Source: an optimization exercise on an open RTL-to-GDS flow (aim: small area). Production flows keep margins and buffers that such runs may drop. Function was checked by simulation only, so behaviour that the tests miss may differ from the original. Power figures rest on the tool's default switching activity, not on a simulated workload.

===== design/flow/design.v =====
module crc32(
    input logic clk,
    input logic rst_n,
    input logic valid_in,
    input logic data_in,
    output logic [31:0] crc_n  
);
    logic [31:0] shifted, nxt;
    assign shifted = {crc_n[30:0], crc_n[31] ^ data_in};
    for (genvar i = 0; i < 32; i++) begin : g_mux
        mux2 u_m(.a(crc_n[i]), .b(shifted[i]), .s(valid_in), .y(nxt[i]));
    end
    always_ff @(posedge clk or negedge rst_n) begin
        if (!rst_n) crc_n <= '0;
        else crc_n <= nxt;
    end
endmodule
module mux2(input logic a, input logic b, input logic s, output logic y);
    assign y = s ? b : a;
endmodule
module mac_rx(
    input logic clk,
    input logic rst_n,
    input logic in_valid,
    input logic in_bit,
    input logic in_last,
    output logic out_packet_valid,
    output logic out_bit,
    output logic out_last,
    output logic crc_ok
);
    logic [31:0] crc_n;
    crc32 u_crc(.clk(clk), .rst_n(rst_n), .valid_in(in_valid), .data_in(in_bit), .crc_n(crc_n));
    always_ff @(posedge clk) out_bit <= in_bit;
    always_ff @(posedge clk or negedge rst_n) begin
        if (!rst_n) begin
            out_packet_valid <= 1'b0;
            out_last <= 1'b0;
            crc_ok <= 1'b0;
        end else begin
            out_packet_valid <= in_valid;
            out_last <= in_valid & in_last;
            if (in_valid && out_last) crc_ok <= crc_n[0];  
        end
    end
endmodule
module mac_tx(
    input logic clk,
    input logic rst_n,
    input logic start,
    input logic [2047:0] payload,  
    input logic [8:0] payload_len,  
    output logic tx_valid,
    output logic [7:0] tx_byte,
    output logic tx_last
);
    logic streaming;
    logic [8:0] idx;
    logic more;
    logic [255:0] sel;
    logic [7:0] byte_sel;
    assign more = idx < payload_len;
    assign tx_last = tx_valid & ~streaming;
    always_ff @(posedge clk or negedge rst_n) begin
        if (!rst_n) begin
            streaming <= 1'b0;
            tx_valid <= 1'b0;
        end else begin
            streaming <= streaming ? more : (start & ~tx_valid);
            tx_valid <= streaming;
        end
    end
    byte_dec u_dec(.idx(idx[7:0]), .sel(sel));
    for (genvar b = 0; b < 8; b++) begin : g_bit
        logic [255:0] col;
        for (genvar i = 0; i < 256; i++) begin : g_col
            assign col[i] = payload[8*i + b];
        end
        bit_sel u_sel(.d(col), .sel(sel), .q(byte_sel[b]));
    end
    always_ff @(posedge clk) begin
        idx <= streaming ? idx + 9'd1 : 9'd0;
        tx_byte <= more ? byte_sel : 8'h00;
    end
endmodule
module byte_dec(
    input logic [7:0] idx,
    output logic [255:0] sel
);
    logic [15:0] lo_n, hi_n;
    for (genvar i = 0; i < 16; i++) begin : g_pre
        assign lo_n[i] = idx[3:0] != i;
        assign hi_n[i] = idx[7:4] != i;
    end
    for (genvar i = 0; i < 256; i++) begin : g_sel
        nor2 u_s(.a(hi_n[i / 16]), .b(lo_n[i % 16]), .y(sel[i]));
    end
endmodule
module bit_sel(
    input logic [255:0] d,
    input logic [255:0] sel,
    output logic q
);
    logic [85:0] z;
    for (genvar k = 0; k < 85; k++) begin : g_tri
        aoi222 u_t(.a(d[3*k]), .sa(sel[3*k]), .b(d[3*k+1]), .sb(sel[3*k+1]), .c(d[3*k+2]), .sc(sel[3*k+2]), .y(z[k]));
    end
    nand2 u_last(.a(d[255]), .b(sel[255]), .y(z[85]));
    logic [21:0] f1;  
    logic [5:0] n2;   
    logic [1:0] f3;   
    for (genvar k = 0; k < 21; k++) begin : g_l1
        nand4 u_g(.a(z[4*k]), .b(z[4*k+1]), .c(z[4*k+2]), .d(z[4*k+3]), .y(f1[k]));
    end
    nand2 u_l1(.a(z[84]), .b(z[85]), .y(f1[21]));
    for (genvar k = 0; k < 5; k++) begin : g_l2
        nor4 u_g(.a(f1[4*k]), .b(f1[4*k+1]), .c(f1[4*k+2]), .d(f1[4*k+3]), .y(n2[k]));
    end
    nor2 u_l2(.a(f1[20]), .b(f1[21]), .y(n2[5]));
    nand3 u_l3a(.a(n2[0]), .b(n2[1]), .c(n2[2]), .y(f3[0]));
    nand3 u_l3b(.a(n2[3]), .b(n2[4]), .c(n2[5]), .y(f3[1]));
    assign q = f3[0] | f3[1];
endmodule
module nand4(input logic a, input logic b, input logic c, input logic d, output logic y);
    assign y = ~(a & b & c & d);
endmodule
module nor4(input logic a, input logic b, input logic c, input logic d, output logic y);
    assign y = ~(a | b | c | d);
endmodule
module nand3(input logic a, input logic b, input logic c, output logic y);
    assign y = ~(a & b & c);
endmodule
module aoi222(input logic a, input logic sa, input logic b, input logic sb, input logic c, input logic sc, output logic y);
    assign y = ~((a & sa) | (b & sb) | (c & sc));
endmodule
module nand2(input logic a, input logic b, output logic y);
    assign y = ~(a & b);
endmodule
module nor2(input logic a, input logic b, output logic y);
    assign y = ~(a | b);
endmodule
module mac_top (
    input logic clk,
    input logic rst_n,
    input logic rx_valid,
    input logic [7:0] rx_data,
    input logic rx_last,
    input logic tx_start,
    input logic [2047:0] tx_payload,  
    input logic [31:0] tx_len,  
    output logic tx_valid,
    output logic [7:0] tx_byte,
    output logic tx_last,
    output logic rx_packet_valid,
    output logic rx_byte,
    output logic rx_last_o,
    output logic rx_crc_ok
);
    mac_rx u_rx(.clk(clk), .rst_n(rst_n), .in_valid(rx_valid), .in_bit(rx_data[0]), .in_last(rx_last),
                .out_packet_valid(rx_packet_valid), .out_bit(rx_byte), .out_last(rx_last_o), .crc_ok(rx_crc_ok));
    mac_tx u_tx(.clk(clk), .rst_n(rst_n), .start(tx_start), .payload(tx_payload), .payload_len(tx_len[8:0]),
                .tx_valid(tx_valid), .tx_byte(tx_byte), .tx_last(tx_last));
endmodule

===== design/flow/flow/run.sh =====
#!/bin/bash
# The standard layout, except that:
#  - synthesis maps with ABC_LOAD_IN_FF=1 (the platform's 5 makes ABC upsize every gate
#    that drives a module port); the registers are the standard synthesis's;
#  - the port buffers are the smallest buffer (sky130_fd_sc_hd__buf_1) instead of the cell
#    buffer_ports picks on its own;
#  - tx_payload pins are put around the die edge in 12-byte blocks (flow/pins4.tcl) before
#    the I/O placer places the other ports.
# Each ORFS step keeps its own log under orfs/logs/; make's output goes to standard.log.
set -euo pipefail
cd "$(dirname "$0")/.."
bash standard.sh ABC_LOAD_IN_FF=1 "BUFFER_PORTS_ARGS=-buffer_cell sky130_fd_sc_hd__buf_1" \
  "PRE_IO_PLACEMENT_TCL=$PWD/flow/pins4.tcl" finish > standard.log 2>&1

===== design/flow/flow/pins4.tcl =====
# Place the tx_payload pins around the die edge (counter-clockwise from the bottom-left
# corner) in blocks of 12 payload bytes (one block per first-level group of the byte-select
# tree), and inside a block bit by bit: bit 0 of the block's bytes, then bit 1, and so on.
# Pins go at the same pitch and with the same shapes the I/O placer uses on its own:
# met2 pins every second met2 track on the bottom and top edges, met3 pins every second
# met3 track on the right and left edges. The gates that combine one bit of a block then sit
# next to each other. place_pins puts the remaining ports in the free slots.
# All coordinates are in nm (integers) so that every shape stays on the 5 nm grid.
set block [ord::get_db_block]
set die [$block getDieArea]
set W [$die dx]
set H [$die dy]
proc um {v} { return [format %.3f [expr {$v / 1000.0}]] }
set slots {}
set xs {}
for {set x 2070} {$x < $W - 4000} {incr x 920} { lappend xs $x }
set ys {}
for {set y 1700} {$y < $H - 1700} {incr y 1360} { lappend ys $y }
foreach x $xs { lappend slots [list met2 $x 245 140 490] }
foreach y $ys { lappend slots [list met3 [expr {$W - 400}] $y 800 300] }
foreach x [lreverse $xs] { lappend slots [list met2 $x [expr {$H - 245}] 140 490] }
foreach y [lreverse $ys] { lappend slots [list met3 400 $y 800 300] }
puts "pins.tcl: [llength $slots] slots on a $W x $H nm die"
set order {}
for {set b0 0} {$b0 < 256} {incr b0 12} {
  set b1 [expr {min($b0 + 12, 256)}]
  for {set bit 0} {$bit < 8} {incr bit} {
    for {set j $b0} {$j < $b1} {incr j} { lappend order [expr {8 * $j + $bit}] }
  }
}
for {set k 0} {$k < 2048} {incr k} {
  set n [lindex $order $k]
  lassign [lindex $slots $k] layer x y w h
  place_pin -pin_name "tx_payload\[$n\]" -layer $layer -location [list [um $x] [um $y]] -pin_size [list [um $w] [um $h]]
}

===== design/flow/standard.sh =====
#!/bin/bash
# synth_recipe.tcl (not shown) runs the flow's synth.tcl, then flattens the netlist and writes it again
# the make line also repeats each setting of config.mk as NAME=value (left out here)
make -C /OpenROAD-flow-scripts/flow DESIGN_CONFIG=/design/flow/config.mk WORK_HOME=/design/flow/orfs CLKGATE_MAP_FILE= SYNTH_SCRIPT=/design/flow/synth_recipe.tcl "${@:-finish}"

===== design/flow/config.mk =====
export PLATFORM = sky130hd
export DESIGN_NAME = mac_top
export DESIGN_NICKNAME = mac_top
export VERILOG_FILES = /design/flow/design.v
export SDC_FILE = /design/flow/constraint.sdc
export NUM_CORES = 4
export LEC_CHECK = 0
export CAP_MARGIN = 20
export CORE_AREA = 5 5 615 615
export CTS_CLUSTER_DIAMETER = 60
export DIE_AREA = 0 0 620 620
export GPL_TIMING_DRIVEN = 0
export SETUP_SLACK_MARGIN = 0.2
export SLEW_MARGIN = 20
export SYNTH_HIERARCHICAL = 1
export SYNTH_MINIMUM_KEEP_SIZE = 0

===== design/flow/constraint.sdc =====
create_clock -name core_clock -period 6.0 [get_ports {clk}]
set_input_delay 1.2000 -clock core_clock [delete_from_list [all_inputs] [get_ports {clk}]]
set_output_delay 1.2000 -clock core_clock [all_outputs]
set_load 0.01 [all_outputs]

==> results of run 1 <==
worst max path at each step:
stage,start,end,slack [ps],cells past startpoint
after CTS,u_tx.idx[4],u_tx.tx_byte[7],590,11
after global routing,u_tx.idx[6],u_tx.tx_byte[3],370,10
after floorplan,u_tx.idx[3],u_tx.tx_byte[0],3420,9
after global placement,u_tx.idx[3],u_tx.tx_byte[2],-4600,9
after detailed placement,u_tx.idx[4],u_tx.tx_byte[7],630,11
final,u_tx.idx[5],u_tx.tx_byte[2],630,12
cells in the final DEF, fill, tap and decap left out, drive strengths merged:
master and instances:
nor2 265, o211ai 1, xor2 3, nor2b 4, nand4bb 12, clkbuf 13
a222oi 680, buf 2175, nand4 171, a211oi 1, dfrtp 37, nand2 20
a22o 1, inv 10, and2 16, xnor2 5, nor4 40, ha 9
nand3 20, diode 25, or4 2, clkinvlp 1, nand4b 8, and3 3
or4b 8, o21ai 2, dfxtp 18, or2 8, a21oi 4, mux2 33
area by class of cell:
cell class / count / share of cell area (%)
multi-input cells: 1316 / 39.0
repair buffers: 2172 / 32.8
well taps: 4972 / 22.5
flip-flops and latches: 55 / 4.65
clock buffers: 6 / 0.465
diodes: 25 / 0.226
plain buffers: 10 / 0.217
inverters: 9 / 0.122
clock inverters: 2 / 0.0587
power by group:
group	internal (mW)	switching, mW	total, mW
Combinational	0.947	2.03	2.98
Sequential	0.507	0.107	0.614
Clock	0.156	0.130	0.287
state kept, by name, indices dropped and copies added (netlist names):
register               flops
u_rx.out_packet_valid      1
u_rx.out_bit               1
u_tx.idx                   9
u_rx.out_last              1
u_rx.crc_ok                1
u_rx.u_crc.crc_n          32
u_tx.tx_valid              1
u_tx.tx_byte               8
u_tx.streaming             1
layer usage:
layer / part of all wire (%) / up-vias / GRT usage (%)
met5: 0 / - / 0.0250
met4: 1.4 / 0 / 0.915
met3: 13 / 122 / 2.01
met2: 48 / 2284 / 11.5
met1: 38 / 12700 / 8.65
li1: - / 11900 / -
per-stage QoR:
step / TNS [ps] / hold WS, ps / util [%]
after detailed placement: 0 / 428 / 7.40
after global placement: -35950 / 417 / 6.95
after CTS: 0 / 444 / 7.44
after floorplan: 0 / 394 / -
after global routing: 0 / 460 / 7.44
final: 0 / 450 / 7.46
worst max-delay path, stage by stage, from the launching register on:
cell and delay [ps]:
dfxtp_1 940, clkbuf_2 420, buf_16 190, nand4bb_1 690, nor2_1 380, a222oi_1 410
nand4_1 530, nor4_2 480, buf_4 260, buf_6 160, nand3_1 230, or2_0 350
and2_0 150
==> flow_summary.ini, run 1 <==
[run_status]
status = no timing/DRC/antenna violations

[routing]
drt_first_iter_violations = 5439
routed_wl_um = 154000
first_pass_iters = 17
wl_per_cell_um = 18.0
vias = 27000
ant_nets = 0
drc = 0
viasPerCell = 3.15

[clocking]
numCtsBuffers = 5
path_clk_slew_ps = 70
cts.path.max_buffers = 2
clock_sinks = 55
cts_resized = 0
hold_buffers = 0
post_cts_buffers = 0
h-tree-depth = 2
cts_tree = done
clock_latency_ps = 290
root_buffer = clkbuf_16

[timing]
setup_viol = 0
slew_headroom_pct = 33.1
layout_setup_ws_ps = 625
rsz0062_at_grt = no
finalHoldViolations = 0
finalCriticalPeriod_ps = 5370
finalCritPeriodShare_pct = 89.6
worst_pin_slew_ps = 998
fin_skew_ps = 3.40
fmax_mhz = 186
drv_slew = 0

[power_and_ir_drop]
vdd_ir_drop_max_mv = 0.436
p_total_mw = 3.88
powerDensity_mw_per_mm2 = 140
power_leakage_nw = 6.76

[final_layout]
seqCellArea_mm2 = 0.00129
fillers = 43900
syn2layout_area_growth_pct = 135
num-nets-final = 5671
layoutNonFillerInstCount = 8567
multi_input_area_mm2 = 0.0108
finish.instance_area_mm2 = 0.0277
drive_gt1_share_pct = 4.82

[die]
die_x_um = 620
fp.dieH_um = 620
rows = 224
start_util_pct = 3.18
io_pins = 59
dieArea_mm2 = 0.384
core_mm2 = 0.371

[critical_path]
crit_path_end_kind = flip-flop
critPathLaunchType = flip-flop
r2r_slack_ps = 630
reg2reg_to = u_tx.tx_byte[2]
r2r_start = u_tx.idx[5]
r2r.worst_path.cells = 12
path_class = reg -> reg
critPathArrivalTime_ps = 5560
cp_max_fo = 16
required_ps = 6180

[worst_hold_path]
min_path_cells = 0
min_path_type = reg -> reg
min_to = u_tx.tx_valid
hp-start = u_tx.streaming

[synthesis]
synth_warnings = 9
syn-num-nets = 3492
avgSynthCellArea_um2 = 8.49
postSynthCellCount = 1390
netlist_area_mm2 = 0.0118

[placement]
placed_area_mm2 = 0.0275
placedCellCount = 8534
gp_congestion = 0.964
post-dp-hpwl_um = 136000
port_buffers = 2076
dp_worst_setup_slack_ps = 631

[global_route]
antenna_found_initial = 6
grt_pass1_vias = 22300
grt_start_max_net_pins = 36
grt_usage_pct = 6.79
gr-total-overflow = 0
grt_pass1_wl_um = 182000

[job]
drv_cap = 0
==> inputs of run 2 (changes only) <==
--- a/design/flow/config.mk
+++ b/design/flow/config.mk
@@ -6,5 +6,5 @@
 export NUM_CORES = 4
 export LEC_CHECK = 0
-export CAP_MARGIN = 20
+export CAP_MARGIN = 10
 export CORE_AREA = 5 5 615 615
 export CTS_CLUSTER_DIAMETER = 60
@@ -12,5 +12,5 @@
 export GPL_TIMING_DRIVEN = 0
 export SETUP_SLACK_MARGIN = 0.2
-export SLEW_MARGIN = 20
+export SLEW_MARGIN = 10
 export SYNTH_HIERARCHICAL = 1
 export SYNTH_MINIMUM_KEEP_SIZE = 0
==> run 2 against run 1 <==
Still clean. Clock skew about the same. Maximum frequency decreased by 4.9%. Worst setup slack got worse by 280 ps. First-iteration DRC count increased by 0.33%. Largest cell class unchanged.
==> flow_summary.ini, run 2 <==
[die]
io_pins = 59
dieArea_mm2 = 0.384
fp.dieH_um = 620
start_util_pct = 3.18
core_mm2 = 0.371
rows = 224
die_x_um = 620

[routing]
drc = 0
wl_per_cell_um = 18.1
vias = 26800
ant_nets = 0
routed_wl_um = 154000
drt_first_iter_violations = 5457
first_pass_iters = 20
viasPerCell = 3.14

[placement]
post-dp-hpwl_um = 135000
port_buffers = 2076
gp_congestion = 0.964

[run_status]
status = no timing/DRC/antenna violations

[critical_path]
cp_max_fo = 16
critPathBufInv = 2
slowest_delay_ps = 920
critPathLaunchType = flip-flop
slowest_stage = dfxtp_1
path_class = reg -> reg
crit_chain = clkbuf_2, nand4bb_1, nor2_1, a222oi_1, nand4_1, nor4_4, buf_8, nand3_1, or2_0, and2_0
crit_path_end_kind = flip-flop
cpLargestDelayFamily = simple AND/OR/NAND/NOR gates
critPathArrivalTime_ps = 5840
required_ps = 6180

[timing]
setup_viol = 0
rsz0062_at_grt = yes
slew_headroom_pct = 29.4
timing.hold.ws_ps = 444
finalHoldViolations = 0
finalCriticalPeriod_ps = 5650
fin_skew_ps = 3.52
fmax_mhz = 177
worst_pin_slew_ps = 1050
drv_slew = 0
finalCritPeriodShare_pct = 94.2

[synthesis]
avgSynthCellArea_um2 = 8.49
netlist_area_mm2 = 0.0118
postSynthCellCount = 1390
synth_warnings = 9
syn-num-nets = 3492

[global_route]
grt_usage_pct = 6.78
gr-total-overflow = 0
antenna_found_initial = 9
grt_pass1_vias = 22400
grt_pass1_wl_um = 181000
grt_start_max_net_pins = 38

[clocking]
cts_tree = done
root_buffer = clkbuf_16
numCtsBuffers = 5
clock_latency_ps = 290
cts.path.max_buffers = 2
clock_sinks = 55
h-tree-depth = 2
path_clk_slew_ps = 70
post_cts_buffers = 0

[final_layout]
top_regs = u_rx.u_crc.crc_n (32), u_tx.idx (9), u_tx.tx_byte (8)
num-nets-final = 5655
utilization_pct = 7.44
final_common_cell = buf_1
drive_gt1_share_pct = 4.36
largest_reg_flops = 32
syn2layout_area_growth_pct = 134
regMostFlops = u_rx.u_crc.crc_n
layout_common_cells = buf_1, a222oi_1, nor2_1

[worst_hold_path]
min_path_type = reg -> reg

[job]
drv_cap = 0

[power_and_ir_drop]
powerDensity_mw_per_mm2 = 144
power_leakage_nw = 6.76
vdd_ir_drop_max_mv = 0.382
-- run 2: layout make-up --
class | count | area, um^2
fill | 44000 | 344000
buffer | 10 | 60.1
timing repair buffer | 2156 | 8950
clock buffer | 6 | 129
clock inverter | 2 | 41.3
antenna | 9 | 22.5
multi-input combinational | 1316 | 10900
inverter | 9 | 33.8
tap | 4972 | 6220
sequential | 55 | 1290
-- run 2: worst register-to-register path: cells and delay by family (launching register included) --
| kind | cells | cell delay (ps) |
|---|---|---|
| AO/OA/AOI/OAI | 1 | 430 |
| buffers and inverters | 2 | 940 |
| flip-flops | 1 | 920 |
| AND/OR/NAND/NOR | 7 | 3260 |
-- run 2: final timing paths --
path / start / to / slack, ps / cells after the start
max in group asynchronous: rst_n / u_rx.u_crc.crc_n[18] / 4510 / 1
setup reg to reg: u_tx.idx[5] / u_tx.tx_byte[0] / 350 / 10
min in group asynchronous: rst_n / u_rx.crc_ok / 990 / 1
hold reg to reg: u_tx.streaming / u_tx.tx_valid / 440 / 0
setup / recovery: u_tx.idx[5] / u_tx.tx_byte[0] / 350 / 10
hold / removal: u_tx.streaming / u_tx.tx_valid / 440 / 0
-- run 2: metrics by stage --
stage	cells	power, mW	setup WS [ps]	instance area (um^2)	TNS [ps]
final	8535	3.97	348	27600	0
after detailed placement	8518	3.61	-144	27300	-144
after CTS	8526	3.97	184	27500	0
after floorplan	1390	1.12	3420	11800	0
after global routing	8526	4.11	185	27600	0
after global placement	8438	3.15	-4600	25800	-35950
-- run 2: what timing repair did --
action                     in CTS  in global routing
setup endpoints to repair       6                  7
hold buffers                    0                  0
resized for setup               3                  9
-- run 2: report_power, final --
| part | switching (mW) | total, mW | leakage, nW | internal (mW) |
|---|---|---|---|---|
| sequential | 0.112 | 0.618 | 0.604 | 0.507 |
| combinational | 2.08 | 3.02 | 6.07 | 0.940 |
| clock | 0.131 | 0.331 | 0.0830 | 0.200 |
-- run 2: routing by layer --
| metal | share of wire [%] | track usage, % | wire length [um] | vias to the layer above |
|---|---|---|---|---|
| met5 | 0.20 | 0.375 | 303 | - |
| met2 | 47 | 11.3 | 73000 | 2152 |
| met4 | 2.2 | 1.41 | 3400 | 19 |
| li1 | - | - | - | 11800 |
| met1 | 38 | 8.53 | 58500 | 12600 |
| met3 | 12 | 2.13 | 19000 | 171 |
==> inputs of run 3 (changes only) <==
--- a/design/flow/flow/run.sh
+++ b/design/flow/flow/run.sh
@@ -3,4 +3,5 @@
 #  - synthesis maps with ABC_LOAD_IN_FF=1 (the platform's 5 makes ABC upsize every gate
 #    that drives a module port); the registers are the standard synthesis's;
+#  - after global routing, gates on paths with slack to spare are downsized (RECOVER_POWER=50);
 #  - the port buffers are the smallest buffer (sky130_fd_sc_hd__buf_1) instead of the cell
 #    buffer_ports picks on its own;
@@ -10,4 +11,4 @@
 set -euo pipefail
 cd "$(dirname "$0")/.."
-bash standard.sh ABC_LOAD_IN_FF=1 "BUFFER_PORTS_ARGS=-buffer_cell sky130_fd_sc_hd__buf_1" \
+bash standard.sh ABC_LOAD_IN_FF=1 RECOVER_POWER=50 "BUFFER_PORTS_ARGS=-buffer_cell sky130_fd_sc_hd__buf_1" \
   "PRE_IO_PLACEMENT_TCL=$PWD/flow/pins4.tcl" finish > standard.log 2>&1
--- a/design/flow/config.mk
+++ b/design/flow/config.mk
@@ -6,5 +6,5 @@
 export NUM_CORES = 4
 export LEC_CHECK = 0
-export CAP_MARGIN = 10
+export CAP_MARGIN = 20
 export CORE_AREA = 5 5 615 615
 export CTS_CLUSTER_DIAMETER = 60
@@ -12,5 +12,5 @@
 export GPL_TIMING_DRIVEN = 0
 export SETUP_SLACK_MARGIN = 0.2
-export SLEW_MARGIN = 10
+export SLEW_MARGIN = 20
 export SYNTH_HIERARCHICAL = 1
 export SYNTH_MINIMUM_KEEP_SIZE = 0
==> run 3 against run 2 <==
Sequential cell count unchanged. Worst hold slack improved by 5.9 ps. The layout now fails its checks (max-capacitance violations, max-slew violations). Maximum frequency rose by 5.2%. Largest cell class unchanged. Critical path depth stayed put. Sequential share of layout area is essentially flat. Via count rose by 0.45%.
==> flow_summary.ini, run 3 <==
[run_status]
status = failed layout checks
violations = max-capacitance violations, max-slew violations

[critical_path]
required_ps = 6190
cp_max_fo = 16
r2r_start = u_tx.idx[6]
crit_path_end_kind = flip-flop
critPathLaunch = u_tx.idx[6]
crit_chain = clkbuf_2, or4_1, nor2_1, a222oi_1, nand4_1, nor4_2, buf_6, nand3_1, or2_0, and2_0
slowest_stage = dfxtp_1
path_class = reg -> reg
critPathLaunchType = flip-flop
slowest_delay_ps = 830
critPathArrivalTime_ps = 5560

[timing]
rsz0062_at_grt = no
fmax_mhz = 186
drv_slew = 36
worst_pin_slew_ps = 1760
slew_headroom_pct = -17.0
fin_skew_ps = 3.62
setup_viol = 0
finalCriticalPeriod_ps = 5370
finalHoldViolations = 0
finalCritPeriodShare_pct = 89.5

[final_layout]
drive_gt1_share_pct = 4.73
final_common_cell = buf_1
syn2layout_area_growth_pct = 134
regMostFlops = u_rx.u_crc.crc_n
largest_reg_flops = 32
layout_common_cells = buf_1, a222oi_1, nor2_1
finish.instance_area_mm2 = 0.0277
top_regs = u_rx.u_crc.crc_n (32), u_tx.idx (9), u_tx.tx_byte (8)
num-nets-final = 5671

[routing]
vias = 26900
viasPerCell = 3.14
first_pass_iters = 17
drt_first_iter_violations = 5467
routed_wl_um = 154000
wl_per_cell_um = 18.0
ant_nets = 0
drc = 0

[power_and_ir_drop]
p_total_mw = 3.88
powerDensity_mw_per_mm2 = 140
power_leakage_nw = 6.75
vdd_ir_drop_max_mv = 0.438

[worst_hold_path]
min_path_type = reg -> reg
hp-start = u_tx.streaming

[global_route]
gr-total-overflow = 0
grt_usage_pct = 6.79
grt_start_max_net_pins = 36
grt_pass1_wl_um = 182000
antenna_found_initial = 6
grt_pass1_vias = 22300

[die]
rows = 224
fp.dieH_um = 620
io_pins = 59
die_x_um = 620
core_mm2 = 0.371
start_util_pct = 3.18
dieArea_mm2 = 0.384

[synthesis]
synth_warnings = 9
syn-num-nets = 3492
avgSynthCellArea_um2 = 8.49
netlist_area_mm2 = 0.0118
postSynthCellCount = 1390

[placement]
placed_area_mm2 = 0.0275
gp_congestion = 0.964
post-dp-hpwl_um = 136000
port_buffers = 2076

[clocking]
clock_sinks = 55
cts_tree = done
path_clk_slew_ps = 70
post_cts_buffers = 0
cts.path.max_buffers = 2
numCtsBuffers = 5
hold_buffers = 0
cts_resized = 0
root_buffer = clkbuf_16
h-tree-depth = 2
clock_latency_ps = 290

[job]
drv_cap = 1
[run 3: critical path, delay by kind of cell, from the launching register on]
| kind | cells | cell delay, ps |
|---|---|---|
| AOI/OAI and AO/OA | 1 | 440 |
| buffers and inverters | 2 | 650 |
| DFF | 1 | 830 |
| and+or+nand+nor | 7 | 3240 |
[run 3: per-layer routing]
layer  track usage, %  vias up  share of wire (%)
met4            0.915        0                1.3
met2             11.5     2237                 48
met5           0.0250        -                  0
met3             2.01      124                 13
li1                 -    11900                  -
met1             8.65    12700                 38
[run 3: cell type report]
class                           count  area, um^2
Clock inverter                      2        16.3
Fill cell                       43900      344000
Sequential cell                    55        1290
Buffer                             10        60.1
Antenna cell                       20        50.0
Tap cell                         4972        6220
Timing Repair Buffer             2172        9050
Clock buffer                        6         129
Inverter                            9        33.8
Multi-Input combinational cell   1316       10800
[run 3: metrics by stage]
stage	instances	hold WS, ps	utilization [%]	worst slack (ps)	setup TNS, ps
3_3_place_gp	8438	417	6.95	-4600	-35950
4_1_cts	8542	444	7.44	587	0
5_1_grt	8542	460	7.43	374	0
3_5_place_dp	8534	428	7.40	631	0
6_report	8562	449	7.45	628	0
2_1_floorplan	1390	394	-	3420	0
[run 3: worst paths after layout]
kind / depth (start not counted) / end / slack (ps)
max in group asynchronous: 2 / u_rx.u_crc.crc_n[4] / 3550
worst max register to register: 10 / u_tx.tx_byte[0] / 630
worst min register to register: 0 / u_tx.tx_valid / 450
min in group asynchronous: 1 / u_rx.u_crc.crc_n[31] / 1030
worst max-delay path: 10 / u_tx.tx_byte[0] / 630
worst min-delay path: 0 / u_tx.tx_valid / 450
[run 3: report_power, final]
part / leakage (nW) / switching [mW] / internal, mW
logic: 6.08 / 2.03 / 0.946
registers: 0.604 / 0.108 / 0.507
clock network: 0.0676 / 0.130 / 0.156
total: 6.75 / 2.27 / 1.61

==> afterwards: timing with drivers on the ports <==
No port has a modelled driver above. Below, the same layouts with a new extraction and two added sets of constraints. Step 1 (the two cells are an assumption about what drives the block):
set clk [get_ports {clk}]
set_driving_cell -lib_cell sky130_fd_sc_hd__clkbuf_16 $clk
set_driving_cell -lib_cell sky130_fd_sc_hd__buf_2 [delete_from_list [all_inputs] $clk]
Step 2, shift: input delay + t, output delay - t, t = (earliest + latest rising clock arrival at the registers) / 2. This alone moves slack from input paths to output paths. Three values: ideal ports, drivers, drivers and shift; two values: the first two.
run	t (ns)	setup slack, ns	worst hold slack (ns)	latest minus earliest clock arrival (ns)	worst register clock-pin slew, ns
run 1	0.321	0.625 / 0.625 / 0.625	0.450 / 0.450 / 0.450	0.004 / 0.004	0.07 / 0.07
run 2	0.321	0.348 / 0.348 / 0.348	0.444 / 0.444 / 0.444	0.007 / 0.007	0.07 / 0.07
run 3	0.321	0.628 / 0.628 / 0.628	0.449 / 0.449 / 0.449	0.005 / 0.005	0.07 / 0.07
